What follows belongs to an exercise in optimizing a design on an open flow for small area and a short achievable clock period; a production flow would make more cautious choices. At most, simulation tests tie the RTL to the original design; equivalence was not proved. Only the layout flow was run in runs 7 and 8; the RTL was not checked for function there. Power and IR drop assume default switching activity.

<file path="flow/design.v">
module FP32Adder2_align(
    input  wire [31:0] a,
    input  wire [31:0] b,
    output wire        l_sign,
    output wire [7:0]  l_exp1,    
    output wire [23:0] l_manx,    
    output wire        sub,
    output wire [23:0] t_man,     
    output wire [1:0]  t_sh       
);
    assign sub = a[31] ^ b[31];
    wire [7:0] ea = a[30:23];
    wire [7:0] eb = b[30:23];
    wire [7:0] y;
    wire       c;
    sub8 ed(.x(ea), .y(eb), .d(y), .gt(c));
    wire [7:0] s  = y ^ {8{~c}};
    wire       far = |s[7:5];                   
    wire       ha = |ea;
    wire       hb = |eb;
    wire [23:0] ta = {ha, a[22:0]};
    wire [23:0] tb = {hb, b[22:0]};
    wire [23:0] t  = c ? {1'b0, tb[23:1]} : ta;
    wire [23:0] t1 = t >> {s[3:2], 2'b00};
    assign t_man  = far ? 24'd0 : s[4] ? {16'd0, t1[23:16]} : t1;
    assign t_sh   = s[1:0];
    wire [7:0] el = c ? ea : eb;
    assign l_exp1 = el + 8'd1;
    assign l_manx = (c ? ta : tb) ^ {24{sub}};
    assign l_sign = c ? a[31] : b[31];
endmodule
module sub8(
    input  wire [7:0] x,
    input  wire [7:0] y,
    output wire [7:0] d,
    output wire       gt
);
    wire [7:0] p = x ^ ~y;
    wire [7:0] g = x & ~y;
    wire [7:0] gl [0:3];
    wire [7:0] pl [0:3];
    assign gl[0] = g;
    assign pl[0] = p;
    genvar l, i;
    generate
        for (l = 0; l < 3; l = l + 1) begin : lv
            for (i = 0; i < 8; i = i + 1) begin : bt
                if ((i >> l) & 1) begin : m
                    localparam integer J = ((i >> l) << l) - 1;
                    assign gl[l+1][i] = gl[l][i] | (pl[l][i] & gl[l][J]);
                    assign pl[l+1][i] = pl[l][i] & pl[l][J];
                end else begin : t
                    assign gl[l+1][i] = gl[l][i];
                    assign pl[l+1][i] = pl[l][i];
                end
            end
        end
    endgenerate
    assign d  = p ^ {gl[3][6:0], 1'b0};
    assign gt = gl[3][7];
endmodule
module FP32Adder2(
    input  wire        l_sign,
    input  wire [23:0] l_manx,
    input  wire        sub,
    input  wire [23:0] t_man,
    input  wire [1:0]  t_sh,
    output wire [24:0] v,         
    output wire [4:0]  sh,        
    output wire        q,         
    output wire        sign
);
    wire [23:0] B  = t_man >> t_sh;
    wire [23:0] p0 = l_manx ^ B;
    wire [23:0] g0 = l_manx & B;
    wire [23:0] G, P;
    prefix24 pt(.g(g0), .p(p0), .G(G), .P(P));
    wire        co = G[23];              
    wire [23:0] m;
    assign m[0] = sub;
    assign m[23:1] = sub ? (co ? G[22:0] | P[22:0] : ~G[22:0]) : G[22:0];
    wire [23:0] r   = p0 ^ m;
    wire        ovf = co & ~sub;         
    wire [31:0] x = {1'b0, r[23:12], r[11] | r[10], r[9:0], 1'b0, 7'h7f};
    wire [4:0]  lz;
    lzc32 lzc(.x(x), .n(lz), .z());
    wire [24:0] v0 = {ovf, r};
    assign v    = sh[4] ? {v0[8:0], 16'd0} : v0;
    assign sh   = sub ? lz : {4'd0, ~ovf};
    assign q    = sub & ~|r[23:11];
    assign sign = l_sign ^ (sub & co);
endmodule
module FP32Adder2_norm(
    input  wire [24:0] v,
    input  wire [4:0]  sh,
    input  wire        q,
    input  wire [7:0]  l_exp1,
    input  wire        off,       
    output wire [22:0] mant,
    output wire [7:0]  exp,
    output wire        ovf
);
    wire [24:0] n = v << sh[3:0];
    assign mant = {n[23] & ~q, n[22:1]} & {23{~off}};
    wire zero = sh[4] & sh[3];
    wire [6:0] el = {1'b0, l_exp1[4:0], 1'b1} + {1'b0, ~sh, ~q};
    wire [2:0] hm = l_exp1[7:5] - 3'd1;
    wire [7:0] e  = {el[6] ? l_exp1[7:5] : hm, el[5:1]};
    assign exp = (zero | off) ? 8'd0 : e;
    wire [7:0] d  = l_exp1 ^ {3'd0, sh};
    wire [7:0] m;
    assign m[0] = 1'b1;
    genvar i;
    generate for (i = 1; i < 8; i = i + 1) begin : tm
        assign m[i] = &l_exp1[i-1:0];
    end endgenerate
    wire top = q ? ~|d : ~|(d ^ m);
    assign ovf = ~off & (~|l_exp1 | (~zero & top));
endmodule
module prefix24(
    input  wire [23:0] g,
    input  wire [23:0] p,
    output wire [23:0] G,
    output wire [23:0] P
);
    wire [23:0] gl [0:5];
    wire [23:0] pl [0:5];
    assign gl[0] = g;
    assign pl[0] = p;
    genvar l, i;
    generate
        for (l = 0; l < 5; l = l + 1) begin : lv
            for (i = 0; i < 24; i = i + 1) begin : bt
                if ((i >> l) & 1) begin : m
                    localparam integer J = ((i >> l) << l) - 1;
                    assign gl[l+1][i] = gl[l][i] | (pl[l][i] & gl[l][J]);
                    assign pl[l+1][i] = pl[l][i] & pl[l][J];
                end else begin : t
                    assign gl[l+1][i] = gl[l][i];
                    assign pl[l+1][i] = pl[l][i];
                end
            end
        end
    endgenerate
    assign G = gl[5];
    assign P = pl[5];
endmodule
module lzc32(
    input  wire [31:0] x,
    output wire [4:0]  n,
    output wire        z
);
    wire [15:0] a1;  wire [15:0] c1;
    wire [7:0]  a2;  wire [15:0] c2;
    wire [3:0]  a3;  wire [11:0] c3;
    wire [1:0]  a4;  wire [7:0]  c4;
    genvar i;
    generate
        for (i = 0; i < 16; i = i + 1) begin : l1
            assign a1[i] = x[2*i+1] | x[2*i];
            assign c1[i] = ~x[2*i+1];
        end
        for (i = 0; i < 8; i = i + 1) begin : l2
            assign a2[i] = a1[2*i+1] | a1[2*i];
            assign c2[2*i+1:2*i] = a1[2*i+1] ? {1'b0, c1[2*i+1]} : {1'b1, c1[2*i]};
        end
        for (i = 0; i < 4; i = i + 1) begin : l3
            assign a3[i] = a2[2*i+1] | a2[2*i];
            assign c3[3*i+2:3*i] = a2[2*i+1] ? {1'b0, c2[4*i+3:4*i+2]} : {1'b1, c2[4*i+1:4*i]};
        end
        for (i = 0; i < 2; i = i + 1) begin : l4
            assign a4[i] = a3[2*i+1] | a3[2*i];
            assign c4[4*i+3:4*i] = a3[2*i+1] ? {1'b0, c3[6*i+5:6*i+3]} : {1'b1, c3[6*i+2:6*i]};
        end
    endgenerate
    assign z = ~(a4[1] | a4[0]);
    assign n = a4[1] ? {1'b0, c4[7:4]} : {1'b1, c4[3:0]};
endmodule
module SyncFP32Adder2(
    input wire [31:0] a,
    input wire [31:0] b,
    output wire [31:0] S,
    output wire Overflow,
    input wire clk,
    input wire rst
);
    wire        l_sign_d, sub_d;
    wire [7:0]  l_exp1_d;
    wire [23:0] l_manx_d;
    wire [23:0] t_man_d;
    wire [1:0]  t_sh_d;
    FP32Adder2_align align(
        .a(a), .b(b),
        .l_sign(l_sign_d), .l_exp1(l_exp1_d), .l_manx(l_manx_d),
        .sub(sub_d), .t_man(t_man_d), .t_sh(t_sh_d)
    );
    reg        l_sign_q, sub_q;
    reg [7:0]  l_exp1_q;
    reg [23:0] l_manx_q;
    reg [23:0] t_man_q;
    reg [1:0]  t_sh_q;
    wire [24:0] v_d;
    wire [4:0]  sh_d;
    wire        q_d, sign_d;
    FP32Adder2 add(
        .l_sign(l_sign_q), .l_manx(l_manx_q),
        .sub(sub_q), .t_man(t_man_q), .t_sh(t_sh_q),
        .v(v_d), .sh(sh_d), .q(q_d), .sign(sign_d)
    );
    reg [24:0] v_q;
    reg [4:0]  sh_q;
    reg        q_q, sign_q;
    reg [7:0]  l_exp1_2q;
    reg first, off;
    always @(posedge clk, posedge rst) begin
        if (rst) begin
            first <= 1'b1;
            off   <= 1'b1;
        end else begin
            first <= 1'b0;
            off   <= first;
        end
    end
    always @(posedge clk) begin
        l_sign_q  <= l_sign_d;
        sub_q     <= sub_d;
        l_exp1_q  <= l_exp1_d;
        l_manx_q  <= l_manx_d;
        t_man_q   <= t_man_d;
        t_sh_q    <= t_sh_d;
        v_q       <= v_d;
        sh_q      <= sh_d;
        q_q       <= q_d;
        sign_q    <= sign_d;
        l_exp1_2q <= l_exp1_q;
    end
    wire [22:0] mant;
    wire [7:0]  exp;
    wire        ovf;
    FP32Adder2_norm norm(
        .v(v_q), .sh(sh_q), .q(q_q), .l_exp1(l_exp1_2q), .off(off),
        .mant(mant), .exp(exp), .ovf(ovf)
    );
    assign S = {sign_q & ~off, exp, mant};
    assign Overflow = ovf;
endmodule
</file>
<file path="flow/flow/run.sh">
#!/bin/bash
set -euo pipefail
export BUFFER_PORTS_ARGS="-buffer_cell sky130_fd_sc_hd__buf_1"
export SETUP_SLACK_MARGIN=5.1
export CTS_ARGS="-sink_clustering_enable -repair_clock_nets -buf_list sky130_fd_sc_hd__clkbuf_8 -dont_use_dummy_load"
export SKIP_GATE_CLONING=1

bash standard.sh > make.log 2>&1
</file>
<file path="flow/standard.sh">
#!/bin/bash
# synth_recipe.tcl (not shown) runs the flow's synth.tcl, then flattens the netlist and writes it again
# the make line also repeats each setting of config.mk as NAME=value (left out here)
make -C /OpenROAD-flow-scripts/flow DESIGN_CONFIG=/design/flow/config.mk WORK_HOME=/design/flow/orfs CLKGATE_MAP_FILE= SYNTH_SCRIPT=/design/flow/synth_recipe.tcl "${@:-finish}"
</file>
<file path="flow/config.mk">
export PLATFORM = sky130hd
export DESIGN_NAME = SyncFP32Adder2
export DESIGN_NICKNAME = SyncFP32Adder2
export VERILOG_FILES = /design/flow/design.v
export SDC_FILE = /design/flow/constraint.sdc
export NUM_CORES = 8
export LEC_CHECK = 0
export ABC_AREA = 1
export CAP_MARGIN = 20
export CORE_MARGIN = 2
export CORE_UTILIZATION = 55
export PLACE_DENSITY = 0.8
export SLEW_MARGIN = 20
</file>
<file path="flow/constraint.sdc">
create_clock -name core_clock -period 9.5 [get_ports {clk}]
set_input_delay 1.9000 -clock core_clock [delete_from_list [all_inputs] [get_ports {clk}]]
set_output_delay 1.9000 -clock core_clock [all_outputs]
set_load 0.01 [all_outputs]
</file>
==> results of run 1 <==
state kept, by name, indices dropped and copies added (netlist names), 2 cells and up:
name,cells
v_q,24
l_exp1_q,8
t_sh_q,2
l_exp1_2q,8
sh_q,5
l_manx_q,24
t_man_q,24
critical path: stages:
cell and delay, ps:
buf_1 110, inv_1 60, ha_1 180, fa_1 400, nand3_1 90, nand2_1 110
fa_1 390, xnor2_1 150, xor2_1 180, nor2_1 240, nand2_1 130, nor2_2 270
nand3_1 120, a32oi_1 190
path summary, 6_finish.rpt:
kind                                      from                     to  slack (ps)  cells after the start
setup / recovery                         b[23]  t_man_q[5]$_SDFF_PP0_        5240                     14
hold / removal             l_exp1_q[6]$_DFF_P_   l_exp1_2q[6]$_DFF_P_         330                      0
setup reg to reg             t_sh_q[0]$_DFF_P_      v_q[1]$_SDFF_PP0_        5430                     28
hold reg to reg            l_exp1_q[6]$_DFF_P_   l_exp1_2q[6]$_DFF_P_         330                      0
max in group asynchronous                  rst        first$_DFF_PP1_        7920                      2
min in group asynchronous                  rst          off$_DFF_PP1_        1560                      2
cell families after synthesis:
kind of cell    after synthesis
compound gates              238
flops                       101
mux                          33
other cells                   1
simple gates                644
buf+inv                     207
xor+xnor                     47
fa+ha+maj                    44
layout make-up:
class / count / share of cell area (%)
clock buffer: 9 / 1.35
inverter: 157 / 6.69
multi-input combinational: 1007 / 60.6
sequential: 101 / 22.3
tap: 184 / 2.50
timing repair buffer: 121 / 6.55
routing by layer:
layer  up-vias  GRT usage [%]
li1       4398              -
met1      3699           33.9
met2       289           42.6
met3        59           2.91
met4         0           11.6
met5         -              0
placed cells by master, fill, tap and decap left out, types with 13 or more instances in the layout:
cell / netlist / routed
nor2_1: 81 / 76
o21ai_0: 126 / 119
inv_1: 148 / 144
xor2_1: 40 / 38
mux2i_1: 33 / 33
buf_4: 2 / 14
nand2_2: 13 / 15
nand2_1: 442 / 439
a21oi_1: 43 / 42
nand3_1: 50 / 49
ha_1: 40 / 38
dfxtp_1: 99 / 95
o22ai_1: 13 / 13
buf_1: 5 / 95
synth_stat cells, drive strengths merged, types with 5 or more instances:
library cell	instances	area, um2
nor2	91	404
nor3	12	76.3
dfxtp	99	1980
nand4	11	68.8
ha	40	500
nand3	54	298
xnor2	7	61.3
a21oi	45	240
nor4	7	43.8
buf	12	71.3
xor2	40	350
o21ai	128	641
a211oi	8	60.1
or2	5	31.3
mux2i	33	330
nand2	461	1830
a22oi	5	37.5
o22ai	13	81.3
o21bai	9	78.8
a31oi	5	31.3
inv	154	578
clkbuf	38	143
through the flow:
stage	area (um2)	setup WS, ps	power, W	hold WS, ps	cells
floorplan	8310	5230	0.00162	310	1315
global placement	8750	4230	0.00190	311	1553
detailed placement	8750	4100	0.00193	312	1553
CTS	8980	4970	0.00217	334	1569
global route	9200	5080	0.00246	336	1579
finish	9200	5240	0.00224	332	1579
what timing repair did:
item	in CTS	in global routing
cloned	0	0
pin swaps	1	4
setup endpoints to repair	66	56
setup buffers	7	10
gates resized for setup	20	39
power breakdown:
group | internal [W] | switching [W] | leakage (nW)
Combinational | 0.000487 | 0.000926 | 3.69
Clock | 0.0000852 | 0.000127 | 0.0647
Sequential | 0.000543 | 0.0000725 | 0.849
Total | 0.00112 | 0.00112 | 4.61
==> impl_metrics.toml, run 1 <==
[final_layout]
n_fill_cell = 1393
nets = 1507
n_antenna_cell = 0
area_delta_synth_final_pct = 10.8
seqCellArea_um2 = 2050
multi_input_area_um2 = 5580
utilization_pct = 62.8
layout-drive-gt1-share_pct = 8.24

[routing]
routedWlPerCell_um = 13.4
final_antenna_net_count = 0
vias = 8445
firstDrtPassIters = 7
m1WireLength_mm = 9.35
dr_wl_met3_mm = 1.19
viasPerCell = 5.35
dr_wl_met2_mm = 9.76
wl_mm = 21.1
drc = 0
top_layer = "met4"
drtIter0Drc = 455

[critical_path]
cp_max_fo = 7
critPathKind = "primary input to register"
end_kind = "register"
worst_setup_path_start_kind = "primary input"
cp.arrival_ps = 4530
required_ps = 9770

[synth]
yosysSeqAreaShare_pct = 24.5
synth_xor_area_share_pct = 4.95
synth_simple_gate_area_share_pct = 33.3
synth_cells = 1315
synth_top_flop_cell = "dfxtp_1"
synthesis.nets = 1425
ys_ff_latch = 101
synth-compound-area-share_pct = 16.6
yosys.cell_types.count = 60
yosysWarnings = 3
syn_avg_cell_area_um2 = 6.32
synth_top_family_by_area = "simple AND/OR/NAND/NOR gates"
netlist_area_um2 = 8310
synthArstFlopShare_pct = 1.98
synth_edf_count = 0
yosys.area_share.adder_pct = 6.99
synthMuxAreaShare_pct = 3.98

[run_status]
status = "finished clean"

[sta]
tightest_slew_ps = 941
skew_ps = 28.3
period_share_pct = 44.8
setup-violations-final = 0
slew_headroom_pct = 37.2
rsz0062_at_grt = "false"
tns_ps = 0
slew_violations = 0
hold_viol_final = 0
fmax_mhz = 235
fin_crit_ps = 4260

[clocking]
clk_pin_slew_worst_paths_ps = 90
cts_made_buffers = 9
htreeDepth = 3
clkSinkCount = 101
clock_latency_ps = 370
cts_root_buf = "clkbuf_8"
cts_tree = "yes"
holdBufCountCts = 0
cts.path.max_buffers = 2

[die]
die-area_um2 = 16100
core_um2 = 14600
die_height_um = 127
fp-row-count = 44
pin_count = 99
die_w_um = 127
start_util_pct = 56.7

[pwr]
ir_drop_uv = 90.7
power.leakage_nw = 4.61
cellPowerDensity_nw_per_um2 = 243

[global_routing]
grt_start_max_net_pins = 67
grt_use_total_pct = 25.7
antenna_found_initial = 0
grt_pass1_wl_mm = 34.4
grt_pass1_vias = 7397
grt_overflow = 0

[placed_design]
dp_hpwl_mm = 16.4
gp_congestion = 0.957
port-buffer-count = 98

[job]
maxCapViolations = 0

[min_path]
hold_path_class = "register to register"
==> run 2, diff against run 1 <==
==> flow/flow/run.sh (replaced) <==
#!/bin/bash
set -euo pipefail
export BUFFER_PORTS_ARGS="-buffer_cell sky130_fd_sc_hd__buf_1"
export SETUP_SLACK_MARGIN=5.4
export CTS_ARGS="-sink_clustering_enable -repair_clock_nets -buf_list sky130_fd_sc_hd__clkbuf_8 -dont_use_dummy_load"
export SKIP_GATE_CLONING=1

bash standard.sh > make.log 2>&1
==> run 2 against run 1 <==
Via count increased by 6.2%. Combinational power increased by 17%. Routed wire length increased by 13%. Maximum frequency increased by 0.34%. Die area unchanged. Non-clock buffer count increased by 38. Global-route usage increased by 0.89 points. First-iteration DRC count increased by 20%. Utilization increased by 4.3 points. Sequential share of layout area decreased by 1.4 points. Setup slack improved by 14 ps. Critical path type is now register to output port. Largest power group unchanged.
==> impl_metrics.toml, run 2 <==
[run_status]
status = "finished clean"

[sta]
tightest_slew_ps = 948
rsz0062_at_grt = "true"
slew_violations = 0
skew_ps = 29.8
tns_ps = 0
period_share_pct = 44.6
hold_viol_final = 0
setup-violations-final = 0
fmax_mhz = 236
fin_crit_ps = 4240
slew_headroom_pct = 36.7

[synth]
synth_top_area_share_pct = 23.9
yosysWarnings = 3
synth_cells = 1315
synth_edf_count = 0
ys_ff_latch = 101
synthTopCellsByArea = "dfxtp_1 (24%), nand2_1 (20%), o21ai_0 (7.6%), inv_1 (6.7%), ha_1 (6.0%)"
netlist_area_um2 = 8310
yosys.cell_types.count = 60
yosysMostFrequentCell = "nand2_1"
yosysSeqAreaShare_pct = 24.5
synthArstFlopShare_pct = 1.98
synth_common_cells = "nand2_1 (442), inv_1 (148), o21ai_0 (126), dfxtp_1 (99), nor2_1 (81)"
synth_area_leader_cell = "dfxtp_1"
syn_avg_cell_area_um2 = 6.32
synthesis.nets = 1425
synth_top_flop_cell = "dfxtp_1"

[job]
maxCapViolations = 0

[clocking]
clkSinkCount = 101
cts_root_buf = "clkbuf_8"
cts.path.max_buffers = 2
clk_pin_slew_worst_paths_ps = 100
htreeDepth = 3
cts_tree = "yes"
cts_made_buffers = 9
clock_latency_ps = 380

[global_routing]
grt_use_met3_pct = 2.74
gr-usage-met1_pct = 34.3
use_met2_pct = 45.0
antenna_found_initial = 0
grt_overflow = 0
grt_start_max_net_pins = 35
grt_pass1_vias = 7791
grt_use_total_pct = 26.6
grt_pass1_wl_mm = 35.7
grt.busiest_layer = "met2"

[final_layout]
layout-drive-gt1-share_pct = 16.4
n_fill_cell = 1249
nets = 1545
multi_input_area_um2 = 5840
area_delta_synth_final_pct = 18.4
largest_registers = "l_manx_q x24, t_man_q x24, v_q x24"
final_common_cell = "nand2_1"
layout_common_cells = "nand2_1 (422), inv_1 (136), o21ai_0 (94), dfxtp_1 (94), buf_1 (83)"
n_antenna_cell = 0
seqCellArea_um2 = 2050

[pwr]
power.leakage_nw = 4.89
p_total_w = 0.00248
ir_drop_uv = 101
cellPowerDensity_nw_per_um2 = 253

[routing]
drtIter0Drc = 547
viasPerCell = 5.55
firstDrtPassIters = 5
drc = 0
final_antenna_net_count = 0
routedWlPerCell_um = 14.7
wl_mm = 23.8
vias = 8971

[critical_path]
cp_max_fo = 4
r2r-start = "t_sh_q[0]$_DFF_P_"
cp.arrival_ps = 2340
end_kind = "output port"
required_ps = 7600
critPathKind = "register to output port"
worst_setup_path_start_kind = "register"
startpoint = "l_exp1_2q[0]$_DFF_P_"

[die]
die_w_um = 127
die-area_um2 = 16100
fp-row-count = 44
core_um2 = 14600
die_height_um = 127
start_util_pct = 56.7
pin_count = 99

[min_path]
worstHoldStart = "l_exp1_q[0]$_DFF_P_"
hold_path_class = "register to register"

[placed_design]
port-buffer-count = 98
dp_hpwl_mm = 16.0
gp_congestion = 0.916
-- run 2: cell count changes in the layout (fill, tap and decap cells not counted), moves of 4 or more --
cell / before / now
inv_1: 144 / 136
o21ai_2: 0 / 16
nand2_2: 15 / 30
o21ai_0: 119 / 94
buf_4: 14 / 38
o21ai_1: 9 / 18
buf_2: 2 / 14
buf_1: 95 / 83
nand2_1: 439 / 422
buf_6: 3 / 15
nor2_1: 76 / 69
nor2_2: 11 / 15
inv_2: 6 / 13
-- run 2: worst max-delay path, cell delays in order (launching register included) --
cell	delay, ps
dfxtp_4	390
inv_2	50
fa_2	410
nor2_4	90
o21a_1	130
nor2_2	50
o21ai_1	150
a21oi_2	100
buf_4	140
buf_4	120
a211oi_2	170
buf_2	160
-- run 2: kinds of logic after synthesis --
family          count (synthesis)  synth area share (%)
compound gates                238                  16.6
xor+xnor                       47                  4.95
fa+ha+maj                      44                  6.99
buf+inv                       207                  9.67
flops                         101                  24.5
mux                            33                  3.98
other cells                     1                0.0451
simple gates                  644                  33.3
-- run 2: repair_timing --
action,CTS,global route
buffers inserted,21,35
pin swaps,6,36
setup endpoints to repair,97,77
gates resized for setup,46,137
hold buffers,0,0
-- run 2: cell type report --
cell class	instances	area share, %
multi-input cells	1007	59.4
clock buffers	9	1.26
inverters	157	6.34
well taps	184	2.34
flip-flops and latches	101	20.9
repair buffers	159	9.80
-- run 2: path summary, 6_finish.rpt --
check | endpoint | slack (ps) | depth (start not counted)
setup / recovery | S[29] | 5260 | 11
hold / removal | l_exp1_2q[0]$_DFF_P_ | 310 | 0
setup reg to reg | v_q[1]$_SDFF_PP0_ | 5590 | 28
hold reg to reg | l_exp1_2q[0]$_DFF_P_ | 310 | 0
max in group asynchronous | first$_DFF_PP1_ | 7950 | 2
min in group asynchronous | first$_DFF_PP1_ | 1530 | 2
-- run 2: report_power, final --
part	switching (W)	internal, W
registers	0.0000751	0.000543
logic	0.00104	0.000604
clock network	0.000135	0.0000853
-- run 2: through the flow --
stage / instance area, um2 / instances / util, % / setup slack (ps) / hold WS, ps
floorplan: 8330 / 1315 / - / 5390 / 310
global placement: 8760 / 1552 / 59.9 / 3610 / 311
detailed placement: 8760 / 1552 / 59.9 / 3460 / 312
CTS: 9240 / 1582 / 63.1 / 5330 / 305
global route: 9830 / 1617 / 67.1 / 5160 / 302
finish: 9830 / 1617 / 67.1 / 5260 / 307
-- run 2: per-layer routing --
| layer | up-vias | wire [um] |
|---|---|---|
| li1 | 4481 | - |
| met1 | 3956 | 9900 |
| met2 | 432 | 11400 |
| met3 | 102 | 1440 |
| met4 | 0 | 1070 |
| met5 | - | 0 |
==> run 3, diff against run 2 <==
==> flow/flow/run.sh (replaced) <==
#!/bin/bash
set -euo pipefail
export BUFFER_PORTS_ARGS="-buffer_cell sky130_fd_sc_hd__buf_1"
export SETUP_SLACK_MARGIN=5.3
export CTS_ARGS="-sink_clustering_enable -repair_clock_nets -buf_list sky130_fd_sc_hd__clkbuf_8 -dont_use_dummy_load"
export SKIP_GATE_CLONING=1

bash standard.sh > make.log 2>&1
==> run 3 against run 2 <==
Setup slack improved by 110 ps. Clock skew fell by 6.4 ps. Cell area fell by 4.5%. Die area did not move. Hold slack improved by 23 ps. Register-to-register slack improved by 30 ps. Critical path depth did not move. Clock power fell by 3%. Largest cell class unchanged.
==> impl_metrics.toml, run 3 <==
[placed_design]
port-buffer-count = 98
gp_congestion = 0.936
dp_hpwl_mm = 15.9
place_area_um2 = 8760

[clocking]
cts_root_buf = "clkbuf_8"
htreeDepth = 3
clkSinkCount = 101
cts_made_buffers = 9
clk_pin_slew_worst_paths_ps = 100
cts.path.max_buffers = 2
clock_latency_ps = 360
cts_tree = "yes"

[final_layout]
final_common_cell = "nand2_1"
largest_registers = "l_manx_q x24, t_man_q x24, v_q x24"
nets = 1521
n_antenna_cell = 0
n_fill_cell = 1358
layout-drive-gt1-share_pct = 10.3
post-route-cell-area_um2 = 9390
layout_common_cells = "nand2_1 (438), inv_1 (143), o21ai_0 (114)"
area_delta_synth_final_pct = 13.1

[sta]
rsz0062_at_grt = "true"
fmax_mhz = 242
tightest_slew_ps = 948
hold_viol_final = 0
slew_headroom_pct = 36.7
slew_violations = 0
tns_ps = 0
setup-violations-final = 0
period_share_pct = 43.5
fin_crit_ps = 4130
skew_ps = 23.4

[min_path]
hold_path_class = "register to register"
hold_depth = 0

[synth]
yosysWarnings = 3
synth_top_area_share_pct = 23.9
yosys.cell_types.count = 60
yosysMostFrequentCell = "nand2_1"
synth_area_leader_cell = "dfxtp_1"
netlist_area_um2 = 8310
synth_common_cells = "nand2_1 (442), inv_1 (148), o21ai_0 (126), dfxtp_1 (99), nor2_1 (81)"
synth_cells = 1315
synthArstFlopShare_pct = 1.98
synthTopCellsByArea = "dfxtp_1 (24%), nand2_1 (20%), o21ai_0 (7.6%), inv_1 (6.7%), ha_1 (6.0%)"
syn_avg_cell_area_um2 = 6.32
yosysSeqAreaShare_pct = 24.5
synthesis.nets = 1425
synth_edf_count = 0
ys_ff_latch = 101
synth_top_flop_cell = "dfxtp_1"

[pwr]
p_total_w = 0.00229
cellPowerDensity_nw_per_um2 = 243
ir_drop_uv = 92.8
power.leakage_nw = 4.71

[routing]
drtIter0Drc = 545
routedWlPerCell_um = 13.2
vias = 8514
firstDrtPassIters = 5
wl_mm = 21.1
drc = 0
viasPerCell = 5.34
final_antenna_net_count = 0

[job]
maxCapViolations = 0

[critical_path]
worst_setup_path_start_kind = "register"
end_kind = "output port"
rrSetupSlack_ps = 5620
critPathKind = "register to output port"
cp_max_fo = 7
r2r_cells = 28
required_ps = 7600
cp.arrival_ps = 2230

[global_routing]
grt_pass1_wl_mm = 33.8
grt_start_max_net_pins = 67
grt_overflow = 0
antenna_found_initial = 0
grt_use_total_pct = 25.2
grt_pass1_vias = 7383

[die]
fp-row-count = 44
die_height_um = 127
die_w_um = 127
start_util_pct = 56.7
core_um2 = 14600
pin_count = 99
die-area_um2 = 16100

[run_status]
status = "finished clean"
-- run 3: kinds of logic after synthesis --
kind of cell / share of synthesized area, %
flops: 24.5
buf+inv: 9.67
xor+xnor: 4.95
other cells: 0.0451
mux: 3.98
compound gates: 16.6
simple gates: 33.3
fa+ha+maj: 6.99
-- run 3: where the power goes --
| group | switching, W | total, W | internal, W | leakage (nW) |
|---|---|---|---|---|
| Sequential | 0.0000732 | 0.000616 | 0.000543 | 0.848 |
| Combinational | 0.000937 | 0.00146 | 0.000520 | 3.79 |
| Clock | 0.000127 | 0.000213 | 0.0000853 | 0.0647 |
| Total | 0.00114 | 0.00229 | 0.00115 | 4.71 |
-- run 3: cell type report --
cell class / instances / area (um2) / area share [%]
timing repair buffer: 135 / 738 / 7.86
inverter: 157 / 616 / 6.55
multi-input combinational: 1007 / 5630 / 60.0
tap: 184 / 230 / 2.45
sequential: 101 / 2050 / 21.8
clock buffer: 9 / 124 / 1.32
-- run 3: worst paths after layout --
kind | startpoint | to
min in group asynchronous | rst | off$_DFF_PP1_
setup / recovery | sh_q[0]$_DFF_P_ | S[30]
setup reg to reg | t_sh_q[0]$_DFF_P_ | v_q[3]$_SDFF_PP0_
max in group asynchronous | rst | first$_DFF_PP1_
hold / removal | l_exp1_q[0]$_DFF_P_ | l_exp1_2q[0]$_DFF_P_
hold reg to reg | l_exp1_q[0]$_DFF_P_ | l_exp1_2q[0]$_DFF_P_
-- run 3: what timing repair did --
item / 4_1_cts / 5_1_grt
gates cloned: 0 / 0
resized for setup: 37 / 50
hold buffers: 0 / 0
setup buffers: 10 / 21
endpoints found under the setup margin: 83 / 57
pin swaps: 2 / 17
-- run 3: through the flow --
step                hold WS, ps  worst slack, ps  util, %  std cells
finish                      330             5370     64.1       1593
global route                337             5230     64.1       1593
CTS                         332             5230     62.0       1572
detailed placement          312             4130     59.8       1553
global placement            311             4290     59.8       1553
floorplan                   310             5310        -       1315
-- run 3: worst max-delay path: stages, from the launching register on --
cell and delay (ps):
dfxtp_2 340, buf_12 140, fa_2 390, nor2_2 120, o21a_1 150, nor2_2 50, o21ai_2 180, a21oi_4 90
nand2_2 90, o21ai_2 50, a21oi_1 130, buf_2 140
-- run 3: metal layers --
layer	wire length, um	track usage (%)	up-vias
met1	9410	33.5	3716
met5	0	0	-
met4	890	11.1	0
met3	1140	2.70	54
met2	9630	41.6	307
li1	-	-	4437
==> run 4, diff against run 3 <==
--- a/flow/config.mk
+++ b/flow/config.mk
@@ -11,3 +11,4 @@
 export CORE_UTILIZATION = 55
 export PLACE_DENSITY = 0.8
 export SLEW_MARGIN = 20
+export TNS_END_PERCENT = 30
==> run 4 against run 3 <==
Critical path depth up 1. Hold slack about the same. Maximum frequency up 0.36%. Utilization down 0.15 points. Setup slack better by 15 ps. Clock-buffer cell count unchanged. First-iteration DRC count up 3.7%. Sequential power about the same. Largest cell class unchanged. Clock skew down 2.1 ps. Combinational power about the same. Cell area down 0.24%.
==> impl_metrics.toml, run 4 <==
[run_status]
status = "finished clean"

[global_routing]
grt_start_max_net_pins = 67
grt_use_total_pct = 25.1
grt_overflow = 0
antenna_found_initial = 0
grt_pass1_wl_mm = 33.7
grt_pass1_vias = 7356

[pwr]
cellPowerDensity_nw_per_um2 = 242
ir_drop_uv = 91.8
power.leakage_nw = 4.69

[final_layout]
n_fill_cell = 1360
n_antenna_cell = 0
multi_input_area_um2 = 5630
seqCellArea_um2 = 2050
layout_common_cells = "nand2_1 (438), inv_1 (145), o21ai_0 (119)"
final_cells = 1590
area_delta_synth_final_pct = 12.8
largest_registers = "l_manx_q x24, t_man_q x24, v_q x24"
nets = 1518
layout-drive-gt1-share_pct = 9.82
final_common_cell = "nand2_1"

[critical_path]
end_kind = "register"
worst_setup_path_start_kind = "primary input"
required_ps = 9710
cp_max_fo = 33
critPathKind = "primary input to register"
cp.arrival_ps = 4320

[routing]
drc = 0
final_antenna_net_count = 0
vias = 8558
drtIter0Drc = 565
firstDrtPassIters = 5
routedWlPerCell_um = 13.2
wl_mm = 21.0
viasPerCell = 5.38

[job]
maxCapViolations = 0

[die]
fp-row-count = 44
pin_count = 99
core_um2 = 14600
die_height_um = 127
die-area_um2 = 16100
start_util_pct = 56.7
die_w_um = 127

[sta]
period_share_pct = 43.3
fin_crit_ps = 4120
holdWs_ps = 330
tightest_slew_ps = 954
hold_viol_final = 0
slew_headroom_pct = 36.3
tns_ps = 0
slew_violations = 0
fmax_mhz = 243
setup-violations-final = 0
skew_ps = 21.3
rsz0062_at_grt = "true"

[synth]
yosysWarnings = 3
synth_common_cells = "nand2_1 (442), inv_1 (148), o21ai_0 (126), dfxtp_1 (99), nor2_1 (81)"
yosys.cell_types.count = 60
synth_edf_count = 0
yosysMostFrequentCell = "nand2_1"
netlist_area_um2 = 8310
ys_ff_latch = 101
synthTopCellsByArea = "dfxtp_1 (24%), nand2_1 (20%), o21ai_0 (7.6%), inv_1 (6.7%), ha_1 (6.0%)"
yosysSeqAreaShare_pct = 24.5
synthArstFlopShare_pct = 1.98
synthesis.nets = 1425
synth_top_area_share_pct = 23.9
synth_top_flop_cell = "dfxtp_1"
synth_cells = 1315
syn_avg_cell_area_um2 = 6.32
synth_area_leader_cell = "dfxtp_1"

[clocking]
cts_root_buf = "clkbuf_8"
clock_latency_ps = 360
holdBufCountCts = 0
cts.path.max_buffers = 2
cts_made_buffers = 9
cts_tree = "yes"
clkSinkCount = 101
htreeDepth = 3
clk_pin_slew_worst_paths_ps = 100

[min_path]
hold_path_class = "register to register"

[placed_design]
numPlacedInstances = 1553
dp_hpwl_mm = 15.9
port-buffer-count = 98
gp_congestion = 0.936
run 4: changes by cell type in the layout (fill, tap and decap cells not counted), sizes merged:
cell | previous run | this run
buf | 132 | 129
run 4: worst max-delay path, stage by stage:
cell and delay, ps:
clkbuf_2 120, inv_1 50, ha_1 190, fa_2 350
fa_1 380, xnor2_1 360, xor2_2 120, buf_6 200
a221oi_1 290, o21ai_0 160, o21ai_0 100, a22oi_1 90
run 4: logic make-up after synthesis:
kind of cell	share of synthesized area, %
adders and majority gates	6.99
buffers and inverters	9.67
DFF	24.5
other	0.0451
and+or+nand+nor	33.3
xor gates and xnor gates	4.95
AOI/OAI and AO/OA	16.6
muxes	3.98
run 4: path summary, 6_finish.rpt:
path,start,to,slack [ps],cells after the start
min in group asynchronous,rst,off$_DFF_PP1_,1550,2
hold reg to reg,l_exp1_q[0]$_DFF_P_,l_exp1_2q[0]$_DFF_P_,330,0
setup reg to reg,t_sh_q[0]$_DFF_P_,v_q[3]$_SDFF_PP0_,5620,28
max in group asynchronous,rst,first$_DFF_PP1_,7930,2
hold / removal,l_exp1_q[0]$_DFF_P_,l_exp1_2q[0]$_DFF_P_,330,0
setup / recovery,b[23],t_man_q[1]$_SDFF_PP0_,5380,12
run 4: timing repair:
item / in CTS / in global routing
gates resized for setup: 33 / 46
setup endpoints to repair: 83 / 59
buffers inserted: 9 / 19
pin swaps: 2 / 14
run 4: area by class of cell:
class / count / share of cell area [%]
Inverter: 157 / 6.60
Clock buffer: 9 / 1.32
Sequential cell: 101 / 21.9
Timing Repair Buffer: 132 / 7.69
Tap cell: 184 / 2.46
Multi-Input combinational cell: 1007 / 60.0
run 4: layer usage:
metal / GRT usage [%] / wire (um)
met1: 33.5 / 9300
met2: 41.1 / 9530
met3: 2.70 / 1240
met4: 11.1 / 907
met5: 0 / 0
run 4: metrics by stage:
| stage | total power [W] | util, % | worst slack, ps | cell area (um2) |
|---|---|---|---|---|
| after floorplan | 0.00162 | - | 5310 | 8320 |
| after global routing | 0.00249 | 64.0 | 5210 | 9370 |
| after global placement | 0.00190 | 59.8 | 4290 | 8760 |
| after CTS | 0.00218 | 61.9 | 5160 | 9070 |
| final | 0.00227 | 64.0 | 5380 | 9370 |
| after detailed placement | 0.00192 | 59.8 | 4130 | 8760 |
run 4: where the power goes:
group	leakage, nW	internal, W	switching, W
clock network	0.0647	0.0000853	0.000126
registers	0.848	0.000543	0.0000723
logic	3.77	0.000513	0.000931
total	4.69	0.00114	0.00113
==> run 5, diff against run 4 <==
--- a/flow/config.mk
+++ b/flow/config.mk
@@ -9,6 +9,5 @@
 export CAP_MARGIN = 20
 export CORE_MARGIN = 2
 export CORE_UTILIZATION = 55
-export PLACE_DENSITY = 0.8
+export PLACE_DENSITY = 0.85
 export SLEW_MARGIN = 20
-export TNS_END_PERCENT = 30
==> run 5 against run 4 <==
Area after synthesis is the same. Clock skew fell by 7.9 ps. Via count increased by 2.3%. Critical path depth unchanged. Clock power increased by 2%. Combinational power up 3%. Cell area is 1.0% higher. Global-route usage increased by 0.74 points. Critical endpoint is now S[28].
==> impl_metrics.toml, run 5 <==
[run_status]
status = "finished clean"

[synth]
yosys.cell_types.count = 60
synthTopCellsByArea = "dfxtp_1 (24%), nand2_1 (20%), o21ai_0 (7.6%), inv_1 (6.7%), ha_1 (6.0%)"
synthesis.nets = 1425
synth-compound-area-share_pct = 16.6
synth_xor_area_share_pct = 4.95
synth_top_family_by_area = "simple AND/OR/NAND/NOR gates"
yosysMostFrequentCell = "nand2_1"
syn_avg_cell_area_um2 = 6.32
netlist_area_um2 = 8310
synth_common_cells = "nand2_1 (442), inv_1 (148), o21ai_0 (126), dfxtp_1 (99), nor2_1 (81)"
synth_top_area_share_pct = 23.9
synthMuxAreaShare_pct = 3.98
synth_simple_gate_area_share_pct = 33.3
synth_cells = 1315
ys_ff_latch = 101
synth_top_flop_cell = "dfxtp_1"
yosysWarnings = 3
yosys.area_share.adder_pct = 6.99
yosysSeqAreaShare_pct = 24.5
synthArstFlopShare_pct = 1.98
synth_edf_count = 0
synth_area_leader_cell = "dfxtp_1"

[min_path]
hold_depth = 0
hold_end = "l_exp1_2q[2]$_DFF_P_"
hold_path_class = "register to register"
worstHoldStart = "l_exp1_q[2]$_DFF_P_"

[pwr]
p_total_w = 0.00231
seq_power_share_pct = 26.2
p_sw_share_pct = 49.9
switchingPower_w = 0.00115
combPwrFrac_pct = 64.5
p_clk_share_pct = 9.3
cellPowerDensity_nw_per_um2 = 244
p_int_w = 0.00116
ir_drop_uv = 96.6
power.leakage_nw = 4.74

[global_routing]
grt_start_max_net_pins = 35
grt_pass1_vias = 7499
grt_overflow = 0
grt_use_total_pct = 25.8
antenna_found_initial = 0
grt_pass1_wl_mm = 34.5

[routing]
viasPerCell = 5.48
routedWlPerCell_um = 14.0
drtIter0Drc = 688
final_antenna_net_count = 0
drc = 0
firstDrtPassIters = 5
wl_mm = 22.3
vias = 8758

[placed_design]
port-buffer-count = 98
dp_hpwl_mm = 16.2
place_area_um2 = 8770
gp_congestion = 0.939
numPlacedInstances = 1554

[sta]
slew_violations = 0
tightest_slew_ps = 995
fmax_mhz = 240
setup-violations-final = 0
rsz0062_at_grt = "true"
slew_headroom_pct = 33.6
hold_viol_final = 0
period_share_pct = 43.8
skew_ps = 13.4
fin_crit_ps = 4160
tns_ps = 0

[clocking]
cts_root_buf = "clkbuf_8"
cts.path.max_buffers = 2
clock_latency_ps = 370
cts_made_buffers = 9
holdBufCountCts = 0
clkSinkCount = 101
htreeDepth = 3
cts_tree = "yes"
clk_pin_slew_worst_paths_ps = 90

[critical_path]
path_cells = "clkinvlp_4 > ha_4 > inv_4 > nor2_2 > o21a_1 > nor2_2 > o21ai_2 > a21oi_2 > buf_4 > xor2_1 > nor2_1 > buf_2"
path_delay_family = "buffers and inverters"
cp_max_fo = 4
crit_buf_inv = 4
cp.arrival_ps = 2260
end_kind = "output port"
cp_slowest_stage_delay_ps = 370
path_common_cell = "nor2_2"
critPathKind = "register to output port"
r2r_cells = 27
r2r-start = "t_sh_q[1]$_DFF_P_"
rrSetupSlack_ps = 5610
worst_setup_path_start_kind = "register"
required_ps = 7600
reg2reg_to = "v_q[0]$_SDFF_PP0_"
crit_slowest_cell = "dfxtp_4"

[die]
die_w_um = 127
pin_count = 99
die-area_um2 = 16100
fp-row-count = 44
die_height_um = 127
core_um2 = 14600
start_util_pct = 56.7

[final_layout]
layout-drive-gt1-share_pct = 10.7
layout_common_cells = "nand2_1 (436), inv_1 (142), o21ai_0 (117)"
largest_registers = "l_manx_q x24, t_man_q x24, v_q x24"
n_fill_cell = 1305
final_common_cell = "nand2_1"
area_delta_synth_final_pct = 13.9
post-route-cell-area_um2 = 9470
final_cells = 1598
n_antenna_cell = 0
nets = 1526

[job]
maxCapViolations = 0
==> run 5: cell count changes in the layout (fill, tap and decap cells not counted), sizes merged <==
cell,change
inv,-1
buf,+7
clkinv,+1
clkbuf,+1
==> run 5: repair_timing <==
| action | 4_1_cts | 5_1_grt |
|---|---|---|
| gates resized for setup | 37 | 53 |
| pin swaps | 2 | 20 |
| buffers inserted | 9 | 26 |
| endpoints found under the setup margin | 81 | 71 |
==> run 5: power by group through the flow <==
stage,sequential [W],clock [W],combinational [W]
after global placement,0.000615,0,0.00128
final,0.000607,0.000215,0.00149
after detailed placement,0.000620,0,0.00130
after CTS,0.000603,0.000215,0.00137
after floorplan,0.000587,0,0.00104
after global routing,0.000618,0.000233,0.00167
==> run 5: kinds of logic (layout without fill, tap and decap cells) <==
logic type      Yosys count  count (layout)
other cells               1               1
mux                      33              33
buf+inv                 207             306
fa+ha+maj                44              44
simple gates            644             644
flops                   101             101
xor+xnor                 47              47
compound gates          238             238
==> run 5: per-stage QoR <==
| step | setup WS (ps) | utilization [%] | hold slack, ps |
|---|---|---|---|
| finish | 5340 | 64.6 | 334 |
| CTS | 5270 | 62.2 | 335 |
| detailed placement | 4020 | 59.9 | 313 |
| global placement | 4280 | 59.9 | 311 |
| global route | 5160 | 64.6 | 342 |
| floorplan | 5310 | - | 310 |
==> run 5: final cells by class <==
class	count	area, um2	area share [%]
clock buffer	9	124	1.31
sequential	101	2050	21.6
timing repair buffer	140	806	8.51
tap	184	230	2.43
inverter	157	622	6.57
multi-input combinational	1007	5640	59.6
==> run 5: worst max path at each step <==
stage,end,slack (ps),from,cells after the start
floorplan,S[29],5310,sh_q[2]$_SDFF_PN0_,10
global placement,t_man_q[7]$_SDFF_PP0_,4280,b[23],17
detailed placement,t_man_q[7]$_SDFF_PP0_,4020,b[23],17
CTS,S[30],5270,l_exp1_2q[0]$_DFF_P_,11
global route,S[27],5160,sh_q[0]$_DFF_P_,12
finish,S[28],5340,sh_q[1]$_SDFF_PN0_,12
==> run 5: routing by layer <==
metal	track usage (%)	up-vias	share of wire (%)
li1	-	4443	-
met1	32.5	3817	42
met2	44.9	425	47
met3	2.45	73	6.6
met4	11.4	0	4.4
met5	0	-	0
==> run 5: worst reg2reg max path: stages (launching register included) <==
cell and delay [ps]:
dfxtp_1 310, buf_4 200, inv_4 190, mux2i_1 320, ha_1 340, nand2_1 120
inv_1 40, nand2_1 50, nand2_1 80, nand2_1 110, nand2_4 90, nand2_1 110
nand2_4 120, nand2_8 130, nand3_4 170, buf_6 240, nand2_1 100, nand2_1 80
nand2_1 60, nand2_1 40, nor2_1 110, nand2_1 160, nor2_8 190, nand2_4 100
inv_2 80, nand2_4 90, nand2_1 120, inv_1 40
==> run 6, diff against run 5 <==
--- a/flow/config.mk
+++ b/flow/config.mk
@@ -9,5 +9,5 @@
 export CAP_MARGIN = 20
 export CORE_MARGIN = 2
 export CORE_UTILIZATION = 55
-export PLACE_DENSITY = 0.85
+export PLACE_DENSITY = 0.75
 export SLEW_MARGIN = 20
==> run 6 against run 5 <==
Clock-buffer cell count did not move. Synthesized cell count did not move. Hold slack got worse by 17 ps. Maximum frequency fell by 0.75%. First-iteration DRC count fell by 27%. Via count fell by 2.7%. Utilization rose by 0.40 points. Die area did not move. Clock skew rose by 11 ps. Setup slack got worse by 31 ps.
==> impl_metrics.toml, run 6 <==
[sta]
hold_viol_final = 0
skew_ps = 24.1
tightest_slew_ps = 947
slew_violations = 0
fmax_mhz = 238
rsz0062_at_grt = "true"
slew_headroom_pct = 36.8
tns_ps = 0
period_share_pct = 44.1
setup-violations-final = 0
fin_crit_ps = 4190
setup_ws_ps = 5310

[critical_path]
end_kind = "output port"
cp.arrival_ps = 2290
required_ps = 7600
worst_setup_path_start_kind = "register"
critPathKind = "register to output port"
crit_slowest_cell = "dfxtp_4"
cp_slowest_stage_delay_ps = 370
path_cells = "clkinvlp_4 > ha_4 > buf_4 > a21oi_1 > o211ai_1 > nor3_1 > nand2_1 > o22ai_1 > a32o_1 > buf_1"
cp_max_fo = 3

[routing]
drtIter0Drc = 504
firstDrtPassIters = 5
routedWlPerCell_um = 13.7
vias = 8521
viasPerCell = 5.32
drc = 0
wl_mm = 22.0
final_antenna_net_count = 0

[synth]
synth_simple_gate_area_share_pct = 33.3
synthArstFlopShare_pct = 1.98
yosys.cell_types.count = 60
synthTopCellsByArea = "dfxtp_1 (24%), nand2_1 (20%), o21ai_0 (7.6%), inv_1 (6.7%), ha_1 (6.0%)"
yosys.area_share.adder_pct = 6.99
yosysMostFrequentCell = "nand2_1"
synth-compound-area-share_pct = 16.6
synth_cells = 1315
syn_avg_cell_area_um2 = 6.32
synth_area_leader_cell = "dfxtp_1"
synth_top_area_share_pct = 23.9
netlist_area_um2 = 8310
synthesis.nets = 1425
ys_ff_latch = 101
synth_common_cells = "nand2_1 (442), inv_1 (148), o21ai_0 (126), dfxtp_1 (99), nor2_1 (81)"
synth_top_flop_cell = "dfxtp_1"
yosysSeqAreaShare_pct = 24.5
synth_edf_count = 0
synth_top_family_by_area = "simple AND/OR/NAND/NOR gates"
yosysWarnings = 3
synthMuxAreaShare_pct = 3.98
synth_xor_area_share_pct = 4.95

[clocking]
cts_made_buffers = 9
clk_pin_slew_worst_paths_ps = 100
clock_latency_ps = 370
cts_root_buf = "clkbuf_8"
holdBufCountCts = 0
htreeDepth = 3
cts_tree = "yes"
cts.path.max_buffers = 2
clkSinkCount = 101

[die]
die-area_um2 = 16100
start_util_pct = 56.7
core_um2 = 14600
fp-row-count = 44
die_height_um = 127
die_w_um = 127
pin_count = 99

[global_routing]
grt_use_total_pct = 25.9
grt_overflow = 0
grt_start_max_net_pins = 35
grt_pass1_wl_mm = 34.4
antenna_found_initial = 0
grt_pass1_vias = 7343

[final_layout]
layout_common_cells = "nand2_1 (436), inv_1 (141), o21ai_0 (114)"
area_delta_synth_final_pct = 14.6
layout-drive-gt1-share_pct = 11.4
largest_registers = "l_manx_q x24, t_man_q x24, v_q x24"
nets = 1529
n_antenna_cell = 0
final_common_cell = "nand2_1"
final_cells = 1601
utilization_pct = 65.0

[pwr]
cellPowerDensity_nw_per_um2 = 245
power.leakage_nw = 4.75
ir_drop_uv = 95.1

[placed_design]
numPlacedInstances = 1554
pre_cts_ws_ps = 4070
dp_hpwl_mm = 16.4
port-buffer-count = 98
gp_congestion = 0.905

[job]
maxCapViolations = 0

[min_path]
hold_path_class = "register to register"

[run_status]
status = "finished clean"
-- run 6: area by class of cell --
| cell class | instances | area, um2 |
|---|---|---|
| Multi-Input combinational cell | 1007 | 5680 |
| Fill cell | 1428 | 5120 |
| Sequential cell | 101 | 2050 |
| Timing Repair Buffer | 143 | 817 |
| Inverter | 157 | 622 |
| Tap cell | 184 | 230 |
| Clock buffer | 9 | 124 |
-- run 6: path summary, 6_finish.rpt --
check                      slack (ps)              endpoint           startpoint  cells past startpoint
setup / recovery                 5310              Overflow   sh_q[1]$_SDFF_PN0_                     10
hold / removal                    320  l_exp1_2q[0]$_DFF_P_  l_exp1_q[0]$_DFF_P_                      0
setup reg to reg                 5600     v_q[1]$_SDFF_PP0_    t_sh_q[0]$_DFF_P_                     29
hold reg to reg                   320  l_exp1_2q[0]$_DFF_P_  l_exp1_q[0]$_DFF_P_                      0
max in group asynchronous        7950       first$_DFF_PP1_                  rst                      2
min in group asynchronous        1530         off$_DFF_PP1_                  rst                      2
-- run 6: stage by stage --
step	cell area, um2	power (W)	hold slack, ps
3_5_place_dp	8770	0.00193	312
6_report	9520	0.00233	317
3_3_place_gp	8770	0.00191	311
2_1_floorplan	8320	0.00162	310
4_1_cts	9130	0.00220	312
5_1_grt	9520	0.00255	314
-- run 6: kinds of logic (layout without fill, tap and decap cells) --
group,Yosys count,after routing
compound gates,238,238
mux,33,33
flops,101,101
xor+xnor,47,47
other cells,1,1
fa+ha+maj,44,44
simple gates,644,644
buf+inv,207,309
-- run 6: per-layer routing --
metal	GRT usage (%)	share of wire [%]	up-vias
met2	43.8	48	230
met4	9.50	3.0	0
met3	3.04	4.5	43
li1	-	-	4442
met1	34.0	45	3806
met5	0	0	-
-- run 6: worst max-delay path, delay by kind of cell, from the launching register on --
family / cells / cell delay, ps
AOI/OAI and AO/OA: 4 / 570
DFF: 1 / 370
and+or+nand+nor: 2 / 310
buffers and inverters: 3 / 430
adders and majority gates: 1 / 250
-- run 6: power by group --
part	leakage (nW)	switching [W]	total, W	internal [W]
Sequential	0.848	0.0000651	0.000608	0.000542
Clock	0.0647	0.000123	0.000208	0.0000850
Combinational	3.83	0.000973	0.00152	0.000543
-- run 6: what timing repair did --
action | in CTS | in global routing
cloned | 0 | 0
gates resized for setup | 41 | 60
pin swaps | 2 | 18
setup endpoints to repair | 76 | 58
buffers inserted | 10 | 28
==> run 7, diff against run 6 <==
--- a/flow/design.v
+++ b/flow/design.v
@@ -21,8 +21,9 @@
     wire [23:0] ta = {ha, a[22:0]};
     wire [23:0] tb = {hb, b[22:0]};
     wire [23:0] t  = c ? {1'b0, tb[23:1]} : ta;
-    wire [23:0] t1 = t >> {s[3:2], 2'b00};
-    assign t_man  = far ? 24'd0 : s[4] ? {16'd0, t1[23:16]} : t1;
+    wire [23:0] t1 = s[2] ? {4'd0, t[23:4]} : t;
+    wire [23:0] t2 = (s[3] | far) ? {8'd0, t1[23:8]} : t1;
+    assign t_man  = (s[4] | far) ? {16'd0, t2[23:16]} : t2;
     assign t_sh   = s[1:0];
     wire [7:0] el = c ? ea : eb;
     assign l_exp1 = el + 8'd1;
==> flow/flow/run.sh (replaced) <==
#!/bin/bash
set -euo pipefail
export BUFFER_PORTS_ARGS="-buffer_cell sky130_fd_sc_hd__buf_1"
export SETUP_SLACK_MARGIN=5.2
export CTS_ARGS="-sink_clustering_enable -repair_clock_nets -buf_list sky130_fd_sc_hd__clkbuf_8 -dont_use_dummy_load"
bash standard.sh > make.log 2>&1
--- a/flow/config.mk
+++ b/flow/config.mk
@@ -9,5 +9,5 @@
 export CAP_MARGIN = 20
 export CORE_MARGIN = 2
 export CORE_UTILIZATION = 55
-export PLACE_DENSITY = 0.75
+export PLACE_DENSITY = 0.8
 export SLEW_MARGIN = 20
==> run 7 against run 6 <==
Combinational power down 18%. First-iteration DRC count up 44%. Non-clock buffer count shrank 18. Maximum frequency down 2.6%. Clock-buffer cell count stayed put. Sequential power is 3.5% lower. Register-to-register slack lost 50 ps. Clock skew fell by 7.5 ps. Utilization shrank 1.2 points. Cell area decreased by 2.5%. Setup slack worse by 110 ps. Global-route usage increased by 0.94 points. Largest cell class unchanged.
==> impl_metrics.toml, run 7 <==
[run_status]
status = "finished clean"

[synth]
synth_area_leader_cell = "dfxtp_1"
synthesis.nets = 1409
yosys.cell_types.count = 53
synth_cells = 1299
synth_top_flop_cell = "dfxtp_1"
yosysWarnings = 3
yosysSeqAreaShare_pct = 24.9
synth_top_area_share_pct = 24.2
ys_ff_latch = 101
synth_common_cells = "nand2_1 (433), inv_1 (137), o21ai_0 (129), dfxtp_1 (99), nor2_1 (74)"
netlist_area_um2 = 8180
synthArstFlopShare_pct = 1.98
yosysMostFrequentCell = "nand2_1"
synth_edf_count = 0
syn_avg_cell_area_um2 = 6.30
synthTopCellsByArea = "dfxtp_1 (24%), nand2_1 (20%), o21ai_0 (7.9%), inv_1 (6.3%), ha_1 (6.1%)"

[critical_path]
crit_slowest_cell = "fa_2"
critical_path_depth = 15
crit_buf_inv = 4
required_ps = 9760
path_common_cell = "fa_2"
end_kind = "register"
cp.arrival_ps = 4570
r2r_cells = 27
critPathKind = "primary input to register"
cp_max_fo = 7
cp_slowest_stage_delay_ps = 360
path_delay_family = "adder cells"
path_cells = "clkbuf_2 > inv_1 > ha_1 > fa_2 > nand3_2 > nand2_2 > fa_2 > xnor2_2 > or2_4 > o31ai_4 > nand2_4 > clkinv_8 > buf_4 > a21oi_1 > a211oi_1"
worst_setup_path_start_kind = "primary input"

[sta]
setup_ws_ps = 5200
tns_ps = 0
hold_viol_final = 0
period_share_pct = 45.3
fin_crit_ps = 4300
slew_violations = 0
skew_ps = 16.6
fmax_mhz = 232
rsz0062_at_grt = "false"
slew_headroom_pct = 53.4
setup-violations-final = 0
tightest_slew_ps = 694

[final_layout]
final_cells = 1577
seqCellArea_um2 = 2050
multi_input_area_um2 = 5520
area_delta_synth_final_pct = 13.5
largest_registers = "l_manx_q x24, t_man_q x24, v_q x24"
nets = 1505
n_fill_cell = 1359
layout-drive-gt1-share_pct = 10.3
final_common_cell = "nand2_1"
layout_common_cells = "nand2_1 (426), inv_1 (133), o21ai_0 (118)"
utilization_pct = 63.9
n_antenna_cell = 0

[pwr]
p_int_w = 0.00105
cellPowerDensity_nw_per_um2 = 221
combPwrFrac_pct = 61.1
p_sw_share_pct = 48.8
switchingPower_w = 0.000999
p_clk_share_pct = 10.2
seq_power_share_pct = 28.6
ir_drop_uv = 83.9
power.leakage_nw = 4.65

[global_routing]
grt_overflow = 0
grt_pass1_wl_mm = 35.4
grt_pass1_vias = 7615
grt_start_max_net_pins = 34
antenna_found_initial = 0
grt_use_total_pct = 26.8

[clocking]
cts_root_buf = "clkbuf_8"
cts_tree = "yes"
clock_latency_ps = 370
cts_made_buffers = 9
cts.path.max_buffers = 2
clk_pin_slew_worst_paths_ps = 90
clkSinkCount = 101
htreeDepth = 3
holdBufCountCts = 0

[die]
die_height_um = 126
die_w_um = 126
die-area_um2 = 15900
core_um2 = 14500
pin_count = 99
start_util_pct = 56.3
fp-row-count = 44

[placed_design]
numPlacedInstances = 1539
dp_hpwl_mm = 16.5
pre_cts_ws_ps = 3200
gp_congestion = 0.909
port-buffer-count = 98

[min_path]
hold_path_class = "register to register"
hold_depth = 0

[routing]
top_layer = "met4"
routedWlPerCell_um = 14.3
m1WireLength_mm = 9.74
drc = 0
vias = 8703
dr_wl_met3_mm = 1.57
wl_mm = 22.6
dr_wl_met2_mm = 10.6
drtIter0Drc = 726
final_antenna_net_count = 0
firstDrtPassIters = 6
viasPerCell = 5.52

[job]
maxCapViolations = 0
## run 7: metal layers
layer,vias up,global-route usage (%)
met4,0,10.8
li1,4387,-
met2,414,44.1
met5,-,0
met1,3846,35.5
met3,56,3.87
## run 7: worst reg2reg max path: stages, from the launching register on
cell	delay, ps
dfxtp_1	340
buf_8	220
mux2i_1	230
inv_1	70
nand2_1	50
o21ai_0	100
ha_1	380
nand2_1	80
nand2_1	90
nand2_1	90
nand2_1	100
a21oi_1	180
nand2_2	170
nand2_4	160
nand3_4	190
inv_4	180
or2_1	140
nand2_1	60
nand2_1	100
nand2_2	70
nor2_2	130
nand2_2	120
nor2_8	170
nand2_4	90
nor2_8	160
inv_4	80
nand2_1	70
inv_1	50
## run 7: worst paths after layout
check,startpoint,endpoint,slack [ps]
max in group asynchronous,rst,off$_DFF_PP1_,7950
setup / recovery,b[23],t_man_q[14]$_SDFF_PP0_,5200
hold / removal,l_exp1_q[3]$_DFF_P_,l_exp1_2q[3]$_DFF_P_,330
setup reg to reg,t_sh_q[0]$_DFF_P_,v_q[0]$_SDFF_PP0_,5550
min in group asynchronous,rst,first$_DFF_PP1_,1530
hold reg to reg,l_exp1_q[3]$_DFF_P_,l_exp1_2q[3]$_DFF_P_,330
## run 7: repair_timing
action,CTS,global route
pin swaps,4,12
cloned,5,6
resized for setup,30,47
buffers inserted,10,8
setup endpoints to repair,77,59
## run 7: cells by family (layout without fill, tap and decap cells)
logic type	Yosys count	in the layout	synth area share (%)
flops	101	101	24.9
compound gates	240	240	16.4
xor+xnor	44	44	4.71
mux	33	33	4.04
simple gates	637	639	33.3
other cells	1	1	0.0458
buf+inv	199	291	9.56
fa+ha+maj	44	44	7.10
## run 7: power groups by stage
stage	clock (W)	sequential, W	combinational [W]
floorplan	0	0.000570	0.000881
global placement	0	0.000596	0.00109
detailed placement	0	0.000598	0.00111
CTS	0.000213	0.000582	0.00117
global route	0.000231	0.000597	0.00140
finish	0.000210	0.000587	0.00125
## run 7: through the flow
| stage | hold WS [ps] | power (W) | cell area [um2] |
|---|---|---|---|
| floorplan | 310 | 0.00145 | 8200 |
| global placement | 310 | 0.00169 | 8630 |
| detailed placement | 312 | 0.00171 | 8630 |
| CTS | 335 | 0.00196 | 8990 |
| global route | 340 | 0.00223 | 9280 |
| finish | 333 | 0.00205 | 9280 |
## run 7: area by class of cell
class	instances	area share, %
well taps	184	2.48
inverters	151	6.69
repair inverters	6	0.512
flip-flops and latches	101	22.1
repair buffers	125	7.40
multi-input cells	1001	59.5
clock buffers	9	1.33
==> run 8, diff against run 7 <==
==> flow/flow/run.sh (replaced) <==
#!/bin/bash
set -euo pipefail
export BUFFER_PORTS_ARGS="-buffer_cell sky130_fd_sc_hd__buf_1"
export SETUP_SLACK_MARGIN=5.3
export CTS_ARGS="-sink_clustering_enable -repair_clock_nets -buf_list sky130_fd_sc_hd__clkbuf_8 -dont_use_dummy_load"
bash standard.sh > make.log 2>&1
==> run 8 against run 7 <==
Highest routed layer unchanged. Maximum frequency up 2.0%. Sequential power about the same. Largest cell class unchanged. Critical path depth decreased by 2. Utilization increased by 2.4 points. Final cell count rose by 1.4%. Non-clock buffer count is 22 higher. Via count is 3.9% higher.
==> impl_metrics.toml, run 8 <==
[synth]
synth_edf_count = 0
synthArstFlopShare_pct = 1.98
yosys.cell_types.count = 53
synth_top_flop_cell = "dfxtp_1"
synth_common_cells = "nand2_1 (433), inv_1 (137), o21ai_0 (129), dfxtp_1 (99), nor2_1 (74)"
synthTopCellsByArea = "dfxtp_1 (24%), nand2_1 (20%), o21ai_0 (7.9%), inv_1 (6.3%), ha_1 (6.1%)"
syn_avg_cell_area_um2 = 6.30
synthesis.nets = 1409
ys_ff_latch = 101
synth_top_area_share_pct = 24.2
yosysWarnings = 3
synth_area_leader_cell = "dfxtp_1"
netlist_area_um2 = 8180
yosysSeqAreaShare_pct = 24.9
synth_cells = 1299
yosysMostFrequentCell = "nand2_1"

[final_layout]
nets = 1527
layout_common_cells = "nand2_1 (426), inv_1 (130), o21ai_0 (118)"
utilization_pct = 66.2
final_common_cell = "nand2_1"
layout-drive-gt1-share_pct = 13.0
n_antenna_cell = 0
area_delta_synth_final_pct = 17.6
n_fill_cell = 1319
largest_registers = "l_manx_q x24, t_man_q x24, v_q x24"

[critical_path]
cp_slowest_stage_delay_ps = 380
crit_slowest_cell = "dfxtp_4"
path_cells = "clkinvlp_4 > ha_4 > inv_4 > nor2_2 > nor2_1 > nor2_1 > nor2_1 > o21ai_1 > a21oi_2 > nand2_1 > o21ai_1 > a21oi_1 > clkbuf_2"
rrSetupSlack_ps = 5520
worst_setup_path_start_kind = "register"
cp_max_fo = 4
required_ps = 7600
end_kind = "output port"
critPathKind = "register to output port"
cp.arrival_ps = 2320
path_common_cell = "nor2_1"

[placed_design]
dp_hpwl_mm = 16.7
gp_congestion = 0.916
port-buffer-count = 98
pre_cts_ws_ps = 3420

[sta]
tightest_slew_ps = 737
skew_ps = 22.8
slew_headroom_pct = 50.6
hold_viol_final = 0
setup-violations-final = 0
holdWs_ps = 334
fmax_mhz = 237
rsz0062_at_grt = "true"
fin_crit_ps = 4220
setup_ws_ps = 5280
period_share_pct = 44.4
tns_ps = 0
slew_violations = 0

[global_routing]
antenna_found_initial = 0
grt_pass1_vias = 8155
grt_start_max_net_pins = 40
grt_use_total_pct = 28.2
grt_pass1_wl_mm = 37.4
grt_overflow = 0

[pwr]
ir_drop_uv = 89.6
p_clk_share_pct = 10.0
seq_power_share_pct = 27.9
power.leakage_nw = 4.80
p_total_w = 0.00211
combPwrFrac_pct = 62.1
switchingPower_w = 0.00103
p_int_w = 0.00109
cellPowerDensity_nw_per_um2 = 220
p_sw_share_pct = 48.5

[min_path]
hold_path_class = "register to register"

[job]
maxCapViolations = 0

[routing]
final_antenna_net_count = 0
drtIter0Drc = 856
routedWlPerCell_um = 14.8
drc = 0
vias = 9040
wl_mm = 23.6
viasPerCell = 5.65
firstDrtPassIters = 7

[die]
die_height_um = 126
die-area_um2 = 15900
start_util_pct = 56.3
core_um2 = 14500
fp-row-count = 44
die_w_um = 126
pin_count = 99

[clocking]
clkSinkCount = 101
holdBufCountCts = 0
cts.path.max_buffers = 2
cts_tree = "yes"
cts_made_buffers = 9
clock_latency_ps = 370
clk_pin_slew_worst_paths_ps = 90
cts_root_buf = "clkbuf_8"
htreeDepth = 3

[run_status]
status = "finished clean"
run 8: cell types whose count changed in the layout (fill, tap and decap cells not counted), moves of 4 or more:
cell     previous run  this run
a21oi_1            49        45
buf_4              18        35
ha_1               38        34
buf_1              95        91
buf_2               0         6
run 8: path summary, 6_finish.rpt:
check / from / to / cells past startpoint
worst max-delay path: sh_q[1]$_SDFF_PN0_ / S[30] / 13
worst min-delay path: l_exp1_q[6]$_DFF_P_ / l_exp1_2q[6]$_DFF_P_ / 0
worst max register to register: t_sh_q[0]$_DFF_P_ / v_q[1]$_SDFF_PP0_ / 28
worst min register to register: l_exp1_q[6]$_DFF_P_ / l_exp1_2q[6]$_DFF_P_ / 0
max in group asynchronous: rst / off$_DFF_PP1_ / 2
min in group asynchronous: rst / first$_DFF_PP1_ / 2
run 8: what timing repair did:
action                     4_1_cts  5_1_grt
setup endpoints to repair       94       56
cloned                           8        4
gates resized for setup         40       57
pin swaps                        8       27
setup buffers                   16       23
run 8: through the flow:
| stage | instances | instance area (um2) |
|---|---|---|
| final | 1599 | 9630 |
| after global routing | 1599 | 9630 |
| after CTS | 1572 | 9200 |
| after detailed placement | 1539 | 8700 |
| after global placement | 1539 | 8700 |
| after floorplan | 1299 | 8290 |
run 8: routing by layer:
| layer | GRT usage (%) | routed length [um] | vias up | part of all wire, % |
|---|---|---|---|---|
| met5 | 0 | 0 | - | 0 |
| met4 | 13.1 | 1020 | 0 | 4.3 |
| met2 | 46.7 | 11000 | 473 | 47 |
| met1 | 36.2 | 9730 | 4010 | 41 |
| met3 | 4.29 | 1820 | 111 | 7.7 |
| li1 | - | - | 4446 | - |
run 8: cell families (layout without fill, tap and decap cells):
| group | count (synthesis) | in the layout | share of synthesized area, % |
|---|---|---|---|
| simple gates | 637 | 641 | 33.3 |
| xor+xnor | 44 | 44 | 4.71 |
| flops | 101 | 101 | 24.9 |
| mux | 33 | 33 | 4.04 |
| other cells | 1 | 1 | 0.0458 |
| buf+inv | 199 | 311 | 9.56 |
| compound gates | 240 | 240 | 16.4 |
| fa+ha+maj | 44 | 44 | 7.10 |
run 8: power groups by stage:
| stage | sequential [W] | combinational [W] | clock [W] |
|---|---|---|---|
| finish | 0.000589 | 0.00131 | 0.000211 |
| global route | 0.000598 | 0.00147 | 0.000232 |
| CTS | 0.000584 | 0.00119 | 0.000212 |
| detailed placement | 0.000598 | 0.00112 | 0 |
| global placement | 0.000596 | 0.00110 | 0 |
| floorplan | 0.000570 | 0.000889 | 0 |
run 8: cell type report:
class                           instances  area (um2)  area share [%]
Multi-Input combinational cell       1003        5660            58.8
Sequential cell                       101        2050            21.3
Timing Repair Buffer                  147         896            9.31
Inverter                              151         637            6.62
Tap cell                              184         230            2.39
Clock buffer                            9         124            1.29
Timing Repair inverter                  4        32.5           0.338
run 8: critical path: cells and delay by family, from the launching register on:
kind / cells / cell delay [ps]
AOI/OAI and AO/OA: 4 / 490
and+or+nand+nor: 5 / 410
DFF: 1 / 380
buffers and inverters: 3 / 330
adders and majority gates: 1 / 330

## re-timing with driven ports
In the flow no input, the clock included, has a driving cell. The finished layouts below were timed again as built, in two steps. Step 1 sets driving cells, clkbuf_16 on the clock port and buf_2 on the other inputs (assumed; they add their load-dependent delay and slew). Step 2, shift: input delay + t, output delay - t, t = (earliest + latest rising clock arrival at the registers) / 2. This alone moves slack from input paths to output paths. Three values: no drivers, after step 1, after step 2; two values: the first two.
run | shift t [ns] | setup WS [ns] | worst setup path after step 2 | slew at the worst register clock pin (ns)
run 1 | 0.397 | 5.244 / 5.233 / 4.862 | input to register | 0.10 / 0.10
run 2 | 0.403 | 5.258 / 5.225 / 4.979 | input to register | 0.10 / 0.10
run 3 | 0.381 | 5.369 / 5.337 / 5.028 | input to register | 0.10 / 0.10
run 4 | 0.380 | 5.384 / 5.353 / 5.005 | input to register | 0.10 / 0.10
run 5 | 0.397 | 5.337 / 5.305 / 4.971 | input to register | 0.09 / 0.09
run 6 | 0.396 | 5.306 / 5.269 / 4.975 | input to register | 0.10 / 0.10
run 7 | 0.394 | 5.196 / 5.206 / 4.813 | input to register | 0.09 / 0.09
run 8 | 0.397 | 5.282 / 5.245 / 4.911 | input to register | 0.10 / 0.10
After both steps every run listed still meets setup and hold. For run 7, which loses most, drivers alone change the setup slack by +0.010 ns; drivers and shift together by -0.383 ns.
